This design comes from an exercise in tuning for small area on the open sky130 flow, not from production work.
Function was checked by simulation only, so behaviour that the tests miss may differ from the original.
Power figures rest on the tool's default switching activity, not on a simulated workload.

### flow/run.sh
#!/bin/bash
# synth_recipe.tcl (not shown) runs the flow's synth.tcl, then flattens the netlist and writes it again
# the make line also repeats each setting of config.mk as NAME=value (left out here)
make -C /OpenROAD-flow-scripts/flow DESIGN_CONFIG=/design/flow/config.mk WORK_HOME=/design/flow/orfs CLKGATE_MAP_FILE= SYNTH_SCRIPT=/design/flow/synth_recipe.tcl finish
### flow/config.mk
export PLATFORM = sky130hd
export DESIGN_NAME = Nexys4_Abacus_Top
export DESIGN_NICKNAME = Nexys4_Abacus_Top
export VERILOG_FILES = /design/flow/design.v
export SDC_FILE = /design/flow/constraint.sdc
export NUM_CORES = 4
export LEC_CHECK = 0
export ABC_AREA = 1
export CAP_MARGIN = 20
export CORE_MARGIN = 2
export CORE_UTILIZATION = 40
export SLEW_MARGIN = 20
### flow/constraint.sdc
create_clock -name core_clock -period 25.0 [get_ports {clk}]
set_input_delay 5.0000 -clock core_clock [delete_from_list [all_inputs] [get_ports {clk}]]
set_output_delay 5.0000 -clock core_clock [all_outputs]
set_load 0.01 [all_outputs]
### flow/design.v
`timescale 1ns / 1ps
module Nexys4_Abacus_Top(
    input clk,
    input rst,
    input btnC,
    input btnU,
    input btnD,
    input btnR,
    input btnL,
    input [15:0] sw,
    output [15:0] led,
    output [6:0] seg,
    output [7:0] an,
    output dp
);
assign led = sw;
assign dp = 1'b1;
wire [7:0] A = sw[15:8];
wire [7:0] B = sw[7:0];
reg [7:0] ap, bp, held;
reg up, r0;
reg [3:0] digit;
reg [16:0] lf;
reg [2:0] s;
wire lf_z = ~|lf[15:0];
wire lf_fb = lf[16] ^ lf[13] ^ lf_z;
wire lf_wrap = lf[16] & lf_z;
reg [7:0] as;
reg ac;
integer j;
always @(*) begin
    ac = up;
    for (j = 0; j < 8; j = j + 1) begin
        as[j] = ap[j] ^ bp[j] ^ up ^ ac;
        ac = (ap[j] & (bp[j] ^ up)) | (ac & (ap[j] ^ bp[j] ^ up));
    end
end
wire same = (btnU == up);
wire [7:0] w = same ? as : held;
reg [15:0] prod;
reg [7:0] acc;
reg pc;
reg [7:0] pp;
integer m, n;
always @(*) begin
    acc = ap & {8{bp[0]}};
    prod[0] = acc[0];
    acc = {1'b0, acc[7:1]};
    for (m = 1; m < 8; m = m + 1) begin
        pp = ap & {8{bp[m]}};
        pc = 1'b0;
        for (n = 0; n < 8; n = n + 1) begin
            {pc, acc[n]} = {(acc[n] & pp[n]) | (pc & (acc[n] ^ pp[n])), acc[n] ^ pp[n] ^ pc};
        end
        prod[m] = acc[0];
        acc = {pc, acc[7:1]};
    end
    prod[15:8] = acc;
end
wire [7:0] dvr = {bp[7:1], bp[0] | r0};
reg [7:0] quo;
reg [7:0] rem;
reg [7:0] t;
reg bw;
integer i, q;
always @(*) begin
    rem = 8'd0;
    for (i = 7; i >= 0; i = i - 1) begin
        rem = {rem[6:0], ap[i]};
        bw = 1'b0;
        for (q = 0; q < 8; q = q + 1) begin
            t[q] = rem[q] ^ dvr[q] ^ bw;
            bw = (~rem[q] & dvr[q]) | (bw & ~(rem[q] ^ dvr[q]));
        end
        quo[i] = ~bw;
        if (~bw) rem = t;
    end
end
reg gt;
integer g;
always @(*) begin
    gt = 1'b0;
    for (g = 0; g < 8; g = g + 1)
        gt = (A[g] & ~B[g]) | (~(A[g] ^ B[g]) & gt);
end
wire neg = ~gt;
wire none = ~(btnU | btnC | btnD | btnR | btnL);
wire ng = btnU & neg;
reg [7:0] wn;
reg nc;
integer e;
always @(*) begin
    nc = ng;
    for (e = 0; e < 8; e = e + 1) begin
        wn[e] = w[e] ^ ng ^ nc;
        nc = nc & (w[e] ^ ng);
    end
end
reg [15:0] v;
always @(*) begin
    if (btnU | btnC) v = {8'd0, wn};
    else if (btnD)   v = prod;
    else if (btnR)   v = {8'd0, quo};
    else if (btnL)   v = {8'd0, rem};
    else             v = {8'd0, s[2] ? A : B};
end
function [3:0] add3(input [3:0] x);
    add3 = {x[3] | (x[2] & x[0]) | (x[2] & x[1]),
            (x[3] & x[0]) | (x[2] & ~x[1] & ~x[0]),
            (x[3] & ~x[0]) | (~x[2] & x[1]) | (x[1] & x[0]),
            (x[3] & ~x[0]) | (~x[3] & ~x[2] & x[0]) | (x[2] & x[1] & ~x[0])};
endfunction
reg [35:0] z;
integer k;
always @(*) begin
    z = 36'd0;
    z[18:3] = v;
    for (k = 0; k < 13; k = k + 1) begin
        z[19:16] = add3(z[19:16]);
        z[23:20] = add3(z[23:20]);
        z[27:24] = add3(z[27:24]);
        z[31:28] = add3(z[31:28]);
        z[35:32] = add3(z[35:32]);
        z[35:1] = z[34:0];
    end
end
wire [19:0] bcd = z[35:16];
wire [2:0] ti = none ? {1'b0, s[1:0]} : s;
reg [3:0] dsel;
always @(*) begin
    case (ti)
        3'd0: dsel = bcd[3:0];
        3'd1: dsel = bcd[7:4];
        3'd2: dsel = bcd[11:8];
        3'd3: dsel = bcd[15:12];
        3'd4: dsel = bcd[19:16];
        default: dsel = 4'd0;
    endcase
end
wire [3:0] dnext = (btnU & neg & (s == 3'd3)) ? 4'hA : dsel;
always @(posedge clk) begin
    r0 <= rst;
    if (rst) begin
        ap <= 8'd0;
        bp <= 8'd0;
        up <= 1'b0;
        held <= 8'd0;
        digit <= 4'd0;
        lf <= 17'd0;
        s <= 3'd0;
    end else begin
        ap <= A;
        bp <= B;
        up <= btnU;
        if (!same) held <= as;
        digit <= dnext;
        lf <= {lf[15:0], lf_fb};
        s <= {s[2] ^ (lf_wrap & s[1] & s[0]), s[1] ^ (lf_wrap & s[0]), s[0] ^ lf_wrap};
    end
end
reg [6:0] a_to_g;
always @(*) begin
    case (digit)
        4'h0: a_to_g = 7'b1000000;
        4'h1: a_to_g = 7'b1111001;
        4'h2: a_to_g = 7'b0100100;
        4'h3: a_to_g = 7'b0110000;
        4'h4: a_to_g = 7'b0011001;
        4'h5: a_to_g = 7'b0010010;
        4'h6: a_to_g = 7'b0000010;
        4'h7: a_to_g = 7'b1111000;
        4'h8: a_to_g = 7'b0000000;
        4'h9: a_to_g = 7'b0010000;
        4'hA: a_to_g = 7'b0111111;
        4'hB: a_to_g = 7'b1111111;
        4'hC: a_to_g = 7'b1110111;
        default: a_to_g = 7'b0000000;
    endcase
end
assign seg = a_to_g;
assign an = ~(8'd1 << s);
endmodule
==> run summary <==
[worst max-delay path by stage]
stage / cells after the start / startpoint / to
6_report: 127 / bp[0] / digit[0]
5_1_grt: 133 / bp[0] / digit[2]
4_1_cts: 129 / bp[0] / digit[0]
3_5_place_dp: 129 / bp[0] / digit[0]
3_3_place_gp: 129 / bp[0] / digit[1]
2_1_floorplan: 134 / bp[0] / digit[2]
[registers in the layout, summed over array words and instances, names as in the netlist]
name / count
up: 1
bp: 8
held: 8
r0: 1
ap: 8
lf: 17
digit: 4
s: 3
[stage by stage]
step,cells,util (%),cell area (um^2)
6_report,1932,44.5,10800
5_1_grt,1932,44.5,10800
4_1_cts,1932,44.4,10800
3_5_place_dp,1924,43.8,10600
3_3_place_gp,1924,43.8,10600
2_1_floorplan,1590,-,9910
[power breakdown]
group / total [W] / switching [W] / leakage, nW / internal [W]
sequential: 0.0000938 / 0.00000824 / 0.412 / 0.0000856
clock: 0.0000725 / 0.0000343 / 0.0759 / 0.0000383
combinational: 0.00109 / 0.000687 / 5.56 / 0.000405
[Yosys cell counts (4+ instances only)]
| cell | count |
|---|---|
| a31o_2 | 5 |
| o211ai_1 | 7 |
| inv_2 | 17 |
| nand2_2 | 44 |
| nand2_4 | 5 |
| inv_1 | 258 |
| dfxtp_1 | 50 |
| and2_1 | 4 |
| o21ai_0 | 72 |
| nor2_1 | 136 |
| ha_1 | 66 |
| fa_1 | 87 |
| nand4_1 | 16 |
| xor2_1 | 17 |
| nor3_1 | 6 |
| nand2_1 | 475 |
| mux2i_1 | 4 |
| nand3_2 | 20 |
| clkbuf_1 | 31 |
| a22oi_1 | 5 |
| a21oi_2 | 6 |
| clkinv_1 | 8 |
| or2_2 | 4 |
| a21oi_1 | 48 |
| o21ai_1 | 8 |
| o21bai_1 | 4 |
| a31oi_1 | 5 |
| nand3_1 | 118 |
| xnor2_1 | 4 |
| nor2_2 | 11 |
| nor2_4 | 4 |
| buf_4 | 19 |
[what timing repair did]
action,CTS,global route
resized for setup,0,14
endpoints found under the setup margin,0,4
endpoints found under the hold margin,0,0
[logic make-up (layout without fill, tap and decap cells)]
group                    after synthesis  after routing  synth area share, %
other                                  1              1               0.0379
adder cells (fa/ha/maj)              153            153                 25.9
flip-flops                            50             50                 10.1
AO/OA/AOI/OAI                        178            178                 10.4
AND/OR/NAND/NOR                      845            845                 37.6
XOR/XNOR                              21             21                 1.86
buffers and inverters                338            356                 13.6
multiplexers                           4              4                0.404
[final cells by class]
cell class                      count  area (um^2)
Timing Repair Buffer               65          621
Clock inverter                      3         28.8
Tap cell                          324          405
Clock buffer                        5          125
Sequential cell                    50         1000
Multi-Input combinational cell   1202         7580
Fill cell                        2580        13500
Inverter                          283         1070
[layer usage]
metal  global-route usage [%]  part of all wire, %
met5                        0                    0
met4                     3.94                  1.9
met3                     2.16                  3.5
met2                     34.2                   48
met1                     25.7                   47
[placed cells by master (no fill, tap or decap), types with 20 or more instances in the layout]
master and n:
nand2_1 475, inv_1 257, nor2_1 135, nand3_1 118, fa_1 86, o21ai_0 68, ha_1 66, clkdlybuf4s50_1 53
dfxtp_1 49, a21oi_1 45, nand2_2 44, nand3_2 20
[worst max-delay path: cells and delay by family, from the launching register on]
family,cells,cell delay [ps]
adders and majority gates,50,13410
and+or+nand+nor,31,3590
AOI/OAI and AO/OA,16,2860
buffers and inverters,26,1910
xor gates and xnor gates,4,640
DFF,1,420
==> run_results.csv <==
group,metric,value,unit
run_status,status,"finished clean",
routing,first_pass_iters,5,
clocking,clockBufferDepth,2,
critical_path,rr_worst_depth,127,
sta,hold_viol,0,
sta,final.setup_skew,6.07,ps
routing,antenna_left,0,
critical_path,worst_ep_arrival_time,23130,ps
floorplanning,die_w,161,um
final_layout,layout.nets,1783,
critical_path,reg2reg_to,"digit[0]",
placement,dp.final_hpwl,20.5,mm
logic_synthesis,ys_async_sr_fraction,0,%
routing,routedWlPerCell,12.7,um
clocking,cts_hold_buf,0,
floorplanning,die_height,161,um
worst_hold_path,min_path_cells,2,
logic_synthesis,ys.warnings.count,1,
critical_path,critPathMostFrequentCell,"fa_1",
sta,finalSetupTns,0,ps
logic_synthesis,yosysSeqAreaShare,10.1,%
sta,holdWs,430,ps
global_route,global_route.usage.total,19.4,%
worst_hold_path,min-delay-start,"lf[10]",
routing,via_per_inst,4.90,
logic_synthesis,synth_area,9910,um^2
clocking,cts-buffers-inserted,5,
critical_path,worstSetupStartpointType,"flip-flop",
sta,fmax,0.0436,GHz
critical_path,slowest_stage,"fa_1",
placement,preCtsSetupSlack,597,ps
logic_synthesis,synth_nets,1766,
routing,drc_errors,0,
global_route,grt_pass1_wl,41.9,mm
sta,tightestPinTransition,841,ps
critical_path,max_stage_delay,450,ps
power,peakVddDrop,0.120,mV
sta,min_period,22960,ps
critical_path,path_max_fanout,14,
final_layout,drive_gt1_share,9.33,%
clocking,cts_setup_buffers,0,
routing,drtIter0Drc,509,
critical_path,r2r_slack,2040,ps
sta,rsz0062_at_grt,"no",
clocking,numClockSinks,50,
routing,route.vias.total,9458,
placement,port_buffers,53,
floorplanning,io_pins,55,
routing,totalWireLength,24.6,mm
global_route,grt_max_degree,40,
logic_synthesis,synth_top_cell_area_share,18.0,%
power,finalPower,0.00126,W
sta,slew_headroom,43.9,%
global_route,grt_pass1_vias,9001,
sta,setup_viol_count_final,0,
run,maxCapViolations,0,
logic_synthesis,synth_area_per_cell,6.23,um^2
worst_hold_path,whs_endpoint,"lf[11]",
worst_hold_path,hp-class,"flip-flop to flip-flop",
logic_synthesis,ys.flop_type,"dfxtp_1",
floorplanning,num_rows,57,
final_layout,area_growth,9.31,%
logic_synthesis,synth-seq-cells,50,
global_route,antenna_found_initial,0,
placement,gp_congestion,0.885,
critical_path,r2r-start,"bp[0]",
logic_synthesis,synth_edf_count,0,
power,power_density,116,nW/um^2
floorplanning,core_area,24300,um^2
sta,slew_viol_final,0,
clocking,root_buffer,"clkbuf_16",
floorplanning,die_area,26000,um^2
floorplanning,start_util,40.7,%
logic_synthesis,yosysUniqueCellTypes,48,
critical_path,cp-end-kind,"flip-flop",
final_layout,num_antenna_cells,0,
critical_path,cp.required,25180,ps
sta,fin_ws,2040,ps
sta,timing.final.crit_share,91.8,%
global_route,grt_overflow,0,
critical_path,path_class,"flip-flop to flip-flop",
clocking,cts.htree.levels,2,
logic_synthesis,synth_largest_area_cell,"nand2_1",
power,p_leak,6.04,nW
clocking,path_clk_slew,80,ps
clocking,cts_tree,"built",
logic_synthesis,yosys-top-cells-area,"nand2_1 (18%), fa_1 (18%), dfxtp_1 (10%)",
logic_synthesis,postSynthCellCount,1590,
clocking,clkLatencyLatePin,300,ps

[separate check: timing with driven ports]
The flow's constraints put no driver on any port. The routed layout listed below was extracted and timed again, unchanged, in two steps.
Step 1 (the two cells are an assumption about what drives the block):
set clk [get_ports {clk}]
set_driving_cell -lib_cell sky130_fd_sc_hd__clkbuf_16 $clk
set_driving_cell -lib_cell sky130_fd_sc_hd__buf_2 [delete_from_list [all_inputs] $clk]
Step 2 also shifts input and output timing later by t, the mid clock arrival at the registers, as if the neighbouring blocks saw the same clock.
Slacks: no drivers / after step 1 / after step 2; pairs: no drivers / after step 1.
shift t [ns]: 0.333
slack for setup (ns): 2.043 / 2.043 / 2.043
hold WS [ns]: 0.430 / 0.430 / 0.430
After both steps setup and hold are still met in this run. The setup slack of this run moves by 0.000 ns with the drivers and by 0.000 ns with both steps.
